Source: an optimization exercise on an open RTL-to-GDS flow (aim: a short achievable clock period and few clock cycles). Production flows keep margins and buffers that such runs may drop. Only simulation tests tie the RTL to the original design; equivalence was not proved. Power is estimated from default activity; no workload was simulated.

==> inputs of 01-24 <==
## CombinedCUnDP
module CombinedCUnDP(input [7:0]dataIn, input clock, input reset, input enter,
		  input progWe, input [4:0]progAddr, input [7:0]progData,
		  output [7:0]dataOut, output Halt, output wire [2:0]IR);
==> module CombinedCUnDP, before the edit <==
module CombinedCUnDP(input [7:0]dataIn, input clock, input reset, input enter,
		  input progWe, input [4:0]progAddr, input [7:0]progData,
		  output [7:0]dataOut, output Halt, output wire [2:0]IR);
	localparam LOAD = 3'd0, STORE = 3'd1, ADD = 3'd2, SUB = 3'd3,
	           IN = 3'd4, JZ = 3'd5, JPOS = 3'd6, HALT = 3'd7;
	reg [255:0] mem;	 
	reg [7:0] A;
	reg [4:0] P;
	reg [7:0] i0, i1;
	reg       halt_q;
	reg       primed;	 
	reg       rs;		 
	wire valid = primed | ~rs;
	wire [2:0] op0 = i0[7:5];
	wire [4:0] a0  = i0[4:0];
	wire [2:0] op1 = i1[7:5];
	wire [4:0] a1  = i1[4:0];
	wire [4:0] P1  = P + 5'd1;
	wire [4:0] P2  = P + 5'd2;
	wire [4:0] P3  = P + 5'd3;
	wire [255:0] mem1 = {mem[7:0], mem[255:8]};
	wire [255:0] mem2 = {mem[15:0], mem[255:16]};
	wire [255:0] mem3 = {mem[23:0], mem[255:24]};
	function [7:0] rd(input [255:0] m, input [4:0] a);
		rd = m[8*a +: 8];
	endfunction
	function [7:0] add8(input [7:0] x, input [7:0] y, input ci);
		reg [7:0] g, p, gg, pp, gn, pn;
		reg [8:0] c;
		integer k, d;
		begin
			g = x & y;
			p = x ^ y;
			gg = g;
			pp = p;
			for (d = 1; d < 8; d = d * 2) begin
				gn = gg;
				pn = pp;
				for (k = d; k < 8; k = k + 1) begin
					gn[k] = gg[k] | (pp[k] & gg[k-d]);
					pn[k] = pp[k] & pp[k-d];
				end
				gg = gn;
				pp = pn;
			end
			c[0] = ci;
			for (k = 0; k < 8; k = k + 1)
				c[k+1] = gg[k] | (pp[k] & ci);
			add8 = p ^ c[7:0];
		end
	endfunction
	wire [7:0] m_a0  = rd(mem,  a0);
	wire [7:0] m_a0n = rd(mem1, a0);
	wire [7:0] m_a1  = rd(mem,  a1);
	wire [7:0] m_a1n = rd(mem1, a1);
	wire [7:0] m_p2  = rd(mem2, P);
	wire [7:0] m_p3  = rd(mem3, P);
	wire Az = A == 8'd0;
	wire Ap = ~A[7];
	wire c0 = (op0 == JZ & Az) | (op0 == JPOS & Ap);
	wire c1 = (op1 == JZ & Az) | (op1 == JPOS & Ap);
	wire br0 = op0 == JZ | op0 == JPOS;
	wire br1 = op1 == JZ | op1 == JPOS;
	wire rd1 = op1 == LOAD | op1 == ADD | op1 == SUB;
	wire hold0 = op0 == STORE & ~primed;
	wire take0 = valid & c0;
	wire stall = valid & (op0 == HALT | (op0 == IN & ~enter) | hold0);
	wire pairOK =
		(op0 == STORE & primed & a0 != P1 & ((rd1 & a1 != a0) | op1 == STORE | br1)) |
		(br0 & ~c0 & (rd1 | op1 == STORE | br1)) |
		(op0 == LOAD & rd1);
	wire dual  = valid & pairOK;
	wire take1 = dual & c1;
	wire st0 = valid & primed & op0 == STORE;
	wire st1 = dual & op1 == STORE;
	function [7:0] fw(input [7:0] w, input [4:0] wa);
		fw = ((st0 & a0 == wa) | (st1 & a1 == wa)) ? A : w;
	endfunction
	reg [7:0] n0, n1;
	reg [4:0] nP;
	always @(*) begin
		if (take0) begin
			n0 = m_a0; n1 = m_a0n; nP = a0;
		end else if (take1) begin
			n0 = fw(m_a1, a1); n1 = fw(m_a1n, a1 + 5'd1); nP = a1;
		end else if (dual) begin
			n0 = fw(m_p2, P2); n1 = fw(m_p3, P3); nP = P2;
		end else begin
			n0 = fw(i1, P1); n1 = fw(m_p2, P2); nP = P1;
		end
	end
	wire [7:0] r0run = stall ? i0 : n0;
	wire [7:0] r1run = stall ? i1 : n1;
	wire [7:0] w0 = (progWe && progAddr == 5'd0) ? progData : mem[7:0];
	wire [7:0] w1 = (progWe && progAddr == 5'd1) ? progData : mem[15:8];
	always @(posedge clock) begin
		rs <= reset;
		if (~reset | ~valid) begin
			i0 <= w0;
			i1 <= w1;
		end else begin
			i0 <= r0run;
			i1 <= r1run;
		end
	end
	wire sgl = ~dual;
	wire [7:0] nA =
		({8{sgl & op0 == LOAD}} & m_a0) |
		({8{sgl & op0 == ADD}} & add8(A, m_a0, 1'b0)) |
		({8{sgl & op0 == SUB}} & add8(A, ~m_a0, 1'b1)) |
		({8{sgl & op0 == IN}} & dataIn) |
		({8{dual & op1 == LOAD}} & m_a1) |
		({8{dual & op0 != LOAD & op1 == ADD}} & add8(A, m_a1, 1'b0)) |
		({8{dual & op0 != LOAD & op1 == SUB}} & add8(A, ~m_a1, 1'b1)) |
		({8{dual & op0 == LOAD & op1 == ADD}} & add8(m_a0, m_a1, 1'b0)) |
		({8{dual & op0 == LOAD & op1 == SUB}} & add8(m_a0, ~m_a1, 1'b1));
	wire ldA = valid & (sgl ? (op0 == LOAD | op0 == ADD | op0 == SUB | (op0 == IN & enter)) : rd1);
	always @(posedge clock, negedge reset)
		if (~reset) begin
			A <= 8'd0;
			P <= 5'd0;
			halt_q <= 1'b0;
			primed <= 1'b0;
		end else begin
			primed <= 1'b1;
			halt_q <= r0run[7:5] == HALT;
			if (valid & ~stall)
				P <= nP;
			if (ldA)
				A <= nA;
		end
	integer i;
	always @(posedge clock)
		for (i = 0; i < 32; i = i + 1)
			if (progWe && progAddr == i)
				mem[8*i +: 8] <= progData;
			else if ((st0 && a0 == i) || (st1 && a1 == i))
				mem[8*i +: 8] <= A;
	assign dataOut = A;
	assign Halt = halt_q;
	assign IR = op0;
endmodule
export LEC_CHECK = 0
export ABC_CLOCK_PERIOD_IN_PS = 1500
export CAP_MARGIN = 20
export CORE_MARGIN = 2
export CORE_UTILIZATION = 25
export PLACE_DENSITY = 0.45
export SETUP_SLACK_MARGIN = 4.0
export SLEW_MARGIN = 20
create_clock -name core_clock -period 6.5 [get_ports {clock}]
run.sh (not shown) runs the stock make flow with config.mk's settings and CLKGATE_MAP_FILE= SYNTH_SCRIPT=/design/flow/synth_recipe.tcl, a recipe that flattens the netlist after the stock synthesis.
==> inputs of 03-15, as changes to 01-24 <==
==> flow/design.v (replaced) <==
module CombinedCUnDP(input [7:0]dataIn, input clock, input reset, input enter,
		  input progWe, input [4:0]progAddr, input [7:0]progData,
		  output [7:0]dataOut, output Halt, output wire [2:0]IR);
	reg [7:0] M [0:31];
	reg [7:0] A;
	reg [4:0] P;
	reg [7:0] i0, i1;
	reg       halt_q;
	reg       primed;	 
	reg       rs;		 
	wire valid = primed | ~rs;
	wire [2:0] op0 = i0[7:5];
	wire [4:0] a0  = i0[4:0];
	wire [2:0] op1 = i1[7:5];
	wire [4:0] a1  = i1[4:0];
	wire [4:0] P1  = P + 5'd1;
	wire [4:0] P2  = P + 5'd2;
	wire [4:0] P3  = P + 5'd3;
	localparam LOAD = 3'd0, STORE = 3'd1, ADD = 3'd2, SUB = 3'd3,
	           IN = 3'd4, JZ = 3'd5, JPOS = 3'd6, HALT = 3'd7;
	wire [7:0] m_a0  = M[a0];
	wire [7:0] m_a0n = M[a0 + 5'd1];
	wire [7:0] m_a1  = M[a1];
	wire [7:0] m_a1n = M[a1 + 5'd1];
	wire [7:0] m_p2  = M[P2];
	wire [7:0] m_p3  = M[P3];
	wire Az = A == 8'd0;
	wire Ap = ~A[7];
	wire c0 = (op0 == JZ & Az) | (op0 == JPOS & Ap);
	wire c1 = (op1 == JZ & Az) | (op1 == JPOS & Ap);
	wire br0 = op0 == JZ | op0 == JPOS;
	wire br1 = op1 == JZ | op1 == JPOS;
	wire rd1 = op1 == LOAD | op1 == ADD | op1 == SUB;
	wire take0 = valid & c0;
	wire stall = valid & (op0 == HALT | (op0 == IN & ~enter));
	wire pairOK =
		(op0 == STORE & a0 != P1 & ((rd1 & a1 != a0) | op1 == STORE | br1)) |
		(br0 & ~c0 & (rd1 | op1 == STORE | br1)) |
		(op0 == LOAD & rd1);
	wire dual  = valid & pairOK;
	wire take1 = dual & c1;
	wire st0 = valid & reset & op0 == STORE;
	wire st1 = dual & reset & op1 == STORE;
	wire f0 = op0 == STORE;
	wire f1 = dual & op1 == STORE;
	function [7:0] fw(input [7:0] w, input [4:0] wa);
		fw = ((f0 & a0 == wa) | (f1 & a1 == wa)) ? A : w;
	endfunction
	reg [7:0] n0, n1;
	reg [4:0] nP;
	always @(*) begin
		if (take0) begin
			n0 = m_a0; n1 = m_a0n; nP = a0;
		end else if (take1) begin
			n0 = fw(m_a1, a1); n1 = fw(m_a1n, a1 + 5'd1); nP = a1;
		end else if (dual) begin
			n0 = fw(m_p2, P2); n1 = fw(m_p3, P3); nP = P2;
		end else begin
			n0 = fw(i1, P1); n1 = fw(m_p2, P2); nP = P1;
		end
	end
	wire [7:0] r0run = stall ? i0 : n0;
	wire [7:0] r1run = stall ? i1 : n1;
	wire [7:0] w0 = (progWe && progAddr == 5'd0) ? progData : M[0];
	wire [7:0] w1 = (progWe && progAddr == 5'd1) ? progData : M[1];
	always @(posedge clock) begin
		rs <= reset;
		if (~reset | ~valid) begin
			i0 <= w0;
			i1 <= w1;
		end else begin
			i0 <= r0run;
			i1 <= r1run;
		end
	end
	reg       ldA;
	reg [7:0] nA;
	always @(*) begin
		ldA = 1'b1;
		nA = A;
		if (dual & rd1) begin
			if (op0 == LOAD)
				nA = op1 == LOAD ? m_a1 : op1 == ADD ? m_a0 + m_a1 : m_a0 - m_a1;
			else
				nA = op1 == LOAD ? m_a1 : op1 == ADD ? A + m_a1 : A - m_a1;
		end else if (~dual) begin
			case (op0)
				LOAD: nA = m_a0;
				ADD:  nA = A + m_a0;
				SUB:  nA = A - m_a0;
				IN:   nA = dataIn;
				default: ldA = 1'b0;
			endcase
			if (op0 == IN & ~enter)
				ldA = 1'b0;
		end else
			ldA = 1'b0;
	end
	always @(posedge clock, negedge reset)
		if (~reset) begin
			A <= 8'd0;
			P <= 5'd0;
			halt_q <= 1'b0;
			primed <= 1'b0;
		end else begin
			primed <= 1'b1;
			halt_q <= r0run[7:5] == HALT;
			if (valid & ~stall)
				P <= nP;
			if (valid & ldA)
				A <= nA;
		end
	integer i;
	always @(posedge clock)
		for (i = 0; i < 32; i = i + 1)
			if (progWe && progAddr == i)
				M[i] <= progData;
			else if ((st0 && a0 == i) || (st1 && a1 == i))
				M[i] <= A;
	assign dataOut = A;
	assign Halt = halt_q;
	assign IR = op0;
endmodule
CORE_UTILIZATION = 40   (was 25)
PLACE_DENSITY = 0.6   (was 0.45)
==> inputs of 06-27, as changes to 01-24 <==
==> flow/design.v (replaced) <==
module CombinedCUnDP(input [7:0]dataIn, input clock, input reset, input enter,
		  input progWe, input [4:0]progAddr, input [7:0]progData,
		  output [7:0]dataOut, output Halt, output wire [2:0]IR);
	reg [7:0] M [0:31];
	reg [7:0] A;
	reg [4:0] PC;
	reg [7:0] ir;
	reg       halt_q;
	reg       primed;	 
	reg       rs;		 
	wire [2:0] op = ir[7:5];
	wire [4:0] ad = ir[4:0];
	wire valid = primed | ~rs;
	wire isLoad  = op == 3'd0;
	wire isStore = op == 3'd1;
	wire isAdd   = op == 3'd2;
	wire isSub   = op == 3'd3;
	wire isIn    = op == 3'd4;
	wire isJz    = op == 3'd5;
	wire isJpos  = op == 3'd6;
	wire isHalt  = op == 3'd7;
	wire [7:0] opnd = M[ad];
	wire [7:0] seqw = M[PC];
	wire taken = valid & ((isJz & (A == 8'd0)) | (isJpos & ~A[7]));
	wire stall = valid & (isHalt | (isIn & ~enter));
	wire store = valid & isStore & reset;
	wire fwd   = valid & isStore & (ad == PC);
	wire [7:0] fetched = taken ? opnd : (fwd ? A : seqw);
	wire [4:0] nextPC  = taken ? ad + 5'd1 : PC + 5'd1;
	wire [7:0] irRun   = stall ? ir : fetched;
	wire [7:0] word0   = (progWe && progAddr == 5'd0) ? progData : M[0];
	always @(posedge clock) begin
		rs <= reset;
		if (~reset | ~valid)
			ir <= word0;
		else
			ir <= irRun;
	end
	always @(posedge clock, negedge reset)
		if (~reset) begin
			A <= 8'd0;
			PC <= 5'd1;
			halt_q <= 1'b0;
			primed <= 1'b0;
		end else begin
			primed <= 1'b1;
			halt_q <= irRun[7:5] == 3'd7;
			if (valid & ~stall)
				PC <= nextPC;
			if (valid) begin
				if (isLoad)
					A <= opnd;
				else if (isAdd)
					A <= A + opnd;
				else if (isSub)
					A <= A - opnd;
				else if (isIn & enter)
					A <= dataIn;
			end
		end
	integer i;
	always @(posedge clock)
		for (i = 0; i < 32; i = i + 1)
			if (progWe && progAddr == i)
				M[i] <= progData;
			else if (store && ad == i)
				M[i] <= A;
	assign dataOut = A;
	assign Halt = halt_q;
	assign IR = op;
endmodule
ABC_CLOCK_PERIOD_IN_PS = unset   (was 1500)
CORE_UTILIZATION = 40   (was 25)
PLACE_DENSITY = 0.6   (was 0.45)
SETUP_SLACK_MARGIN = unset   (was 4.0)
==> run summary <==
Internal Pwr Total: 06-27 5300 uW; 01-24 11400 uW; 03-15 -
Proportion of netlist area held by the largest area contributor: 06-27 43.8%; 01-24 32.9%; 03-15 28.4%
Storage cell area: 06-27 8290 um2; 01-24 8570 um2; 03-15 -
CP endpoint: 06-27 A[6]$_DFFE_PN0P_; 01-24 A[6]$_DFFE_PN0P_; 03-15 -
Buffers inserted by post-CTS timing repair: 06-27 0; 01-24 224; 03-15 182
Fraction of the mapped netlist area in compound gates: 06-27 11.9%; 01-24 11.3%; 03-15 30.1%
Maximum clock rate: 06-27 0.196 GHz; 01-24 0.243 GHz; 03-15 -
Outcome: 06-27 complete, no violations; 01-24 complete, no violations; 03-15 stopped before the end
Stage where the flow stopped: 06-27 -; 01-24 -; 03-15 global routing
Buffers, non-clock: 06-27 121; 01-24 409; 03-15 -
Sequential share of cell area: 06-27 41.4%; 01-24 22.6%; 03-15 -
Cell at the slowest stage of the critical path: 06-27 fa_1; 01-24 mux4_2; 03-15 -
Yosys reg bits: 06-27 280; 01-24 288; 03-15 288
Transition at the pin with the smallest max-transition slack: 06-27 1.23 ns; 01-24 1.08 ns; 03-15 -
Detail Route met2 WL: 06-27 40400 um; 01-24 65200 um; 03-15 -
Post-synthesis share of cell area spent on and, or, nand and nor gates: 06-27 21.3%; 01-24 9.07%; 03-15 18.8%
Mean cell area of the mapped netlist: 06-27 10.1 um2; 01-24 11.9 um2; 03-15 8.72 um2
Gpl congestion: 06-27 1.07; 01-24 0.918; 03-15 1.33
Post-detailed-route DRC marker count: 06-27 0; 01-24 0; 03-15 -
Testbench counts of 01-24, summed over its fixed seeds: cycles 24,098.
Testbench counts of 03-15, summed over its fixed seeds: cycles 24,042.
Testbench counts of 06-27, summed over its fixed seeds: cycles 33,193.

========
==> job 3938: inputs <==
CombinedCUnDP with an RTL version that a note above also has.
==> flow/design.v (excerpt) <==
module CombinedCUnDP(input [7:0]dataIn, input clock, input reset, input enter,
		  input progWe, input [4:0]progAddr, input [7:0]progData,
		  output [7:0]dataOut, output Halt, output wire [2:0]IR);
==> module CombinedCUnDP, before the edit <==
module CombinedCUnDP(input [7:0]dataIn, input clock, input reset, input enter,
		  input progWe, input [4:0]progAddr, input [7:0]progData,
		  output [7:0]dataOut, output Halt, output wire [2:0]IR);
	reg [7:0] M [0:31];
	reg [7:0] A;
	reg [4:0] P;
	reg [7:0] i0, i1;
	reg       halt_q;
	reg       primed;	 
	reg       rs;		 
	wire valid = primed | ~rs;
	wire [2:0] op0 = i0[7:5];
	wire [4:0] a0  = i0[4:0];
	wire [2:0] op1 = i1[7:5];
	wire [4:0] a1  = i1[4:0];
	wire [4:0] P1  = P + 5'd1;
	wire [4:0] P2  = P + 5'd2;
	wire [4:0] P3  = P + 5'd3;
	localparam LOAD = 3'd0, STORE = 3'd1, ADD = 3'd2, SUB = 3'd3,
	           IN = 3'd4, JZ = 3'd5, JPOS = 3'd6, HALT = 3'd7;
	wire [7:0] m_a0  = M[a0];
	wire [7:0] m_a0n = M[a0 + 5'd1];
	wire [7:0] m_a1  = M[a1];
	wire [7:0] m_a1n = M[a1 + 5'd1];
	wire [7:0] m_p2  = M[P2];
	wire [7:0] m_p3  = M[P3];
	wire Az = A == 8'd0;
	wire Ap = ~A[7];
	wire c0 = (op0 == JZ & Az) | (op0 == JPOS & Ap);
	wire c1 = (op1 == JZ & Az) | (op1 == JPOS & Ap);
	wire br0 = op0 == JZ | op0 == JPOS;
	wire br1 = op1 == JZ | op1 == JPOS;
	wire rd1 = op1 == LOAD | op1 == ADD | op1 == SUB;
	wire take0 = valid & c0;
	wire stall = valid & (op0 == HALT | (op0 == IN & ~enter));
	wire pairOK =
		(op0 == STORE & a0 != P1 & ((rd1 & a1 != a0) | op1 == STORE | br1)) |
		(br0 & ~c0 & (rd1 | op1 == STORE | br1)) |
		(op0 == LOAD & rd1);
	wire dual  = valid & pairOK;
	wire take1 = dual & c1;
	wire st0 = valid & reset & op0 == STORE;
	wire st1 = dual & reset & op1 == STORE;
	wire f0 = op0 == STORE;
	wire f1 = dual & op1 == STORE;
	function [7:0] fw(input [7:0] w, input [4:0] wa);
		fw = ((f0 & a0 == wa) | (f1 & a1 == wa)) ? A : w;
	endfunction
	reg [7:0] n0, n1;
	reg [4:0] nP;
	always @(*) begin
		if (take0) begin
			n0 = m_a0; n1 = m_a0n; nP = a0;
		end else if (take1) begin
			n0 = fw(m_a1, a1); n1 = fw(m_a1n, a1 + 5'd1); nP = a1;
		end else if (dual) begin
			n0 = fw(m_p2, P2); n1 = fw(m_p3, P3); nP = P2;
		end else begin
			n0 = fw(i1, P1); n1 = fw(m_p2, P2); nP = P1;
		end
	end
	wire [7:0] r0run = stall ? i0 : n0;
	wire [7:0] r1run = stall ? i1 : n1;
	wire [7:0] w0 = (progWe && progAddr == 5'd0) ? progData : M[0];
	wire [7:0] w1 = (progWe && progAddr == 5'd1) ? progData : M[1];
	always @(posedge clock) begin
		rs <= reset;
		if (~reset | ~valid) begin
			i0 <= w0;
			i1 <= w1;
		end else begin
			i0 <= r0run;
			i1 <= r1run;
		end
	end
	reg       ldA;
	reg [7:0] nA;
	always @(*) begin
		ldA = 1'b1;
		nA = A;
		if (dual & rd1) begin
			if (op0 == LOAD)
				nA = op1 == LOAD ? m_a1 : op1 == ADD ? m_a0 + m_a1 : m_a0 - m_a1;
			else
				nA = op1 == LOAD ? m_a1 : op1 == ADD ? A + m_a1 : A - m_a1;
		end else if (~dual) begin
			case (op0)
				LOAD: nA = m_a0;
				ADD:  nA = A + m_a0;
				SUB:  nA = A - m_a0;
				IN:   nA = dataIn;
				default: ldA = 1'b0;
			endcase
			if (op0 == IN & ~enter)
				ldA = 1'b0;
		end else
			ldA = 1'b0;
	end
	always @(posedge clock, negedge reset)
		if (~reset) begin
			A <= 8'd0;
			P <= 5'd0;
			halt_q <= 1'b0;
			primed <= 1'b0;
		end else begin
			primed <= 1'b1;
			halt_q <= r0run[7:5] == HALT;
			if (valid & ~stall)
				P <= nP;
			if (valid & ldA)
				A <= nA;
		end
	integer i;
	always @(posedge clock)
		for (i = 0; i < 32; i = i + 1)
			if (progWe && progAddr == i)
				M[i] <= progData;
			else if ((st0 && a0 == i) || (st1 && a1 == i))
				M[i] <= A;
	assign dataOut = A;
	assign Halt = halt_q;
	assign IR = op0;
endmodule
Settings: LEC_CHECK=0, CAP_MARGIN=20, CORE_MARGIN=2, CORE_UTILIZATION=40, PLACE_DENSITY=0.6, SLEW_MARGIN=20; clock period 6.5 ns.
==> job 6609: changes against job 3938 <==
==> flow/design.v (replaced) <==
module CombinedCUnDP(input [7:0]dataIn, input clock, input reset, input enter,
		  input progWe, input [4:0]progAddr, input [7:0]progData,
		  output [7:0]dataOut, output Halt, output wire [2:0]IR);
	reg [7:0] M [0:31];
	reg [7:0] A;
	reg [4:0] PC;
	reg [7:0] ir;
	reg       halt_q;
	reg       primed;	 
	reg       rs;		 
	wire [2:0] op = ir[7:5];
	wire [4:0] ad = ir[4:0];
	wire valid = primed | ~rs;
	wire isLoad  = op == 3'd0;
	wire isStore = op == 3'd1;
	wire isAdd   = op == 3'd2;
	wire isSub   = op == 3'd3;
	wire isIn    = op == 3'd4;
	wire isJz    = op == 3'd5;
	wire isJpos  = op == 3'd6;
	wire isHalt  = op == 3'd7;
	wire [7:0] opnd = M[ad];
	wire [7:0] seqw = M[PC];
	wire taken = valid & ((isJz & (A == 8'd0)) | (isJpos & ~A[7]));
	wire stall = valid & (isHalt | (isIn & ~enter));
	wire store = valid & isStore & reset;
	wire fwd   = valid & isStore & (ad == PC);
	wire [7:0] fetched = taken ? opnd : (fwd ? A : seqw);
	wire [4:0] nextPC  = taken ? ad + 5'd1 : PC + 5'd1;
	wire [7:0] irRun   = stall ? ir : fetched;
	wire [7:0] word0   = (progWe && progAddr == 5'd0) ? progData : M[0];
	always @(posedge clock) begin
		rs <= reset;
		if (~reset | ~valid)
			ir <= word0;
		else
			ir <= irRun;
	end
	always @(posedge clock, negedge reset)
		if (~reset) begin
			A <= 8'd0;
			PC <= 5'd1;
			halt_q <= 1'b0;
			primed <= 1'b0;
		end else begin
			primed <= 1'b1;
			halt_q <= irRun[7:5] == 3'd7;
			if (valid & ~stall)
				PC <= nextPC;
			if (valid) begin
				if (isLoad)
					A <= opnd;
				else if (isAdd)
					A <= A + opnd;
				else if (isSub)
					A <= A - opnd;
				else if (isIn & enter)
					A <= dataIn;
			end
		end
	integer i;
	always @(posedge clock)
		for (i = 0; i < 32; i = i + 1)
			if (progWe && progAddr == i)
				M[i] <= progData;
			else if (store && ad == i)
				M[i] <= A;
	assign dataOut = A;
	assign Halt = halt_q;
	assign IR = op;
endmodule
--- a/flow/config.mk
+++ b/flow/config.mk
@@ -5,8 +5,10 @@
 export SDC_FILE = /design/flow/constraint.sdc
 export NUM_CORES = 4
 export LEC_CHECK = 0
+export ABC_CLOCK_PERIOD_IN_PS = 1500
 export CAP_MARGIN = 20
 export CORE_MARGIN = 2
-export CORE_UTILIZATION = 40
-export PLACE_DENSITY = 0.6
+export CORE_UTILIZATION = 30
+export PLACE_DENSITY = 0.5
+export SETUP_SLACK_MARGIN = 4.0
 export SLEW_MARGIN = 20
==> results.toml <==
[outcome]
result_of_the_run = "stopped before the end"
outcome.stop_stage = "global routing"
tool.error = "[ERROR GRT-0116] Global routing finished with congestion. Check the congestion regions in the DRC Viewer."

[synthesis]
mappedNetlistArea_um2 = 28490
synth_compound_area_share_pct = 30.14
synth.mux.area_fraction_pct = 11.33
asyncSetResetFlopFracSynth_pct = 5.208
post_synth_most_frequent_cells = "nand2_1, edfxtp_1, mux2_2"
area_share_of_the_leading_cell_type_in_the_synthesized_netlist_pct = 28.36

[global_route]
gr-usage-met2_pct = 87.80
use_met3_pct = 69.09
grt_usage_pct = 76.91
vias_in_the_first_global_route = 38941

[placement]
dp_cells = 4360

[die]
die_w_um = 270.9
That was job 3938.
==> results.toml <==
[synthesis]
synth.mux.area_fraction_pct = 13.70
mappedNetlistArea_um2 = 17880
asyncSetResetFlopFracSynth_pct = 5.357
synth_compound_area_share_pct = 11.86
area_share_of_the_leading_cell_type_in_the_synthesized_netlist_pct = 43.84
post_synth_most_frequent_cells = "nand3_1, edfxtp_1, mux2_2"

[global_route]
gr-usage-met2_pct = 49.39
vias_in_the_first_global_route = 16964
use_met3_pct = 7.423
grt_usage_pct = 32.63

[placement]
dp_cells = 2461

[outcome]
result_of_the_run = "finished clean"

[clock_network]
cts_sink_count = 280

[worst_setup_path]
startpoint = "ir[1]$_DFFE_PP_"

[die]
die_w_um = 248.1
That was job 6609.
Testbench counts of job 3938, summed over its fixed seeds: cycles 24,042.
Testbench counts of job 6609, summed over its fixed seeds: cycles 33,193.

## re-timing with driven ports
Ports are ideal in the flow. The routed layouts listed here were re-timed in OpenROAD.
Step 1: set_driving_cell puts a clkbuf_16 on clock and a buf_2 on each other input, an assumption about the parent block.
Step 2, shift: input delay + t, output delay - t, t = (earliest + latest rising clock arrival at the registers) / 2. This alone moves slack from input paths to output paths.
Three values: ideal, step 1, step 2; two values: the first two.
run	t (ns)	slack for setup (ns)	slew at the worst register clock pin (ns)	worst data-port slew with drivers (ns)
01-24	0.688	2.378 / 2.378 / 2.378	0.07 / 0.07	0.08
06-27	0.613	1.399 / 1.399 / 1.399	0.06 / 0.06	0.04
job 6609	0.633	2.544 / 2.544 / 2.544	0.07 / 0.07	0.04
After both steps every run listed still meets setup and hold.
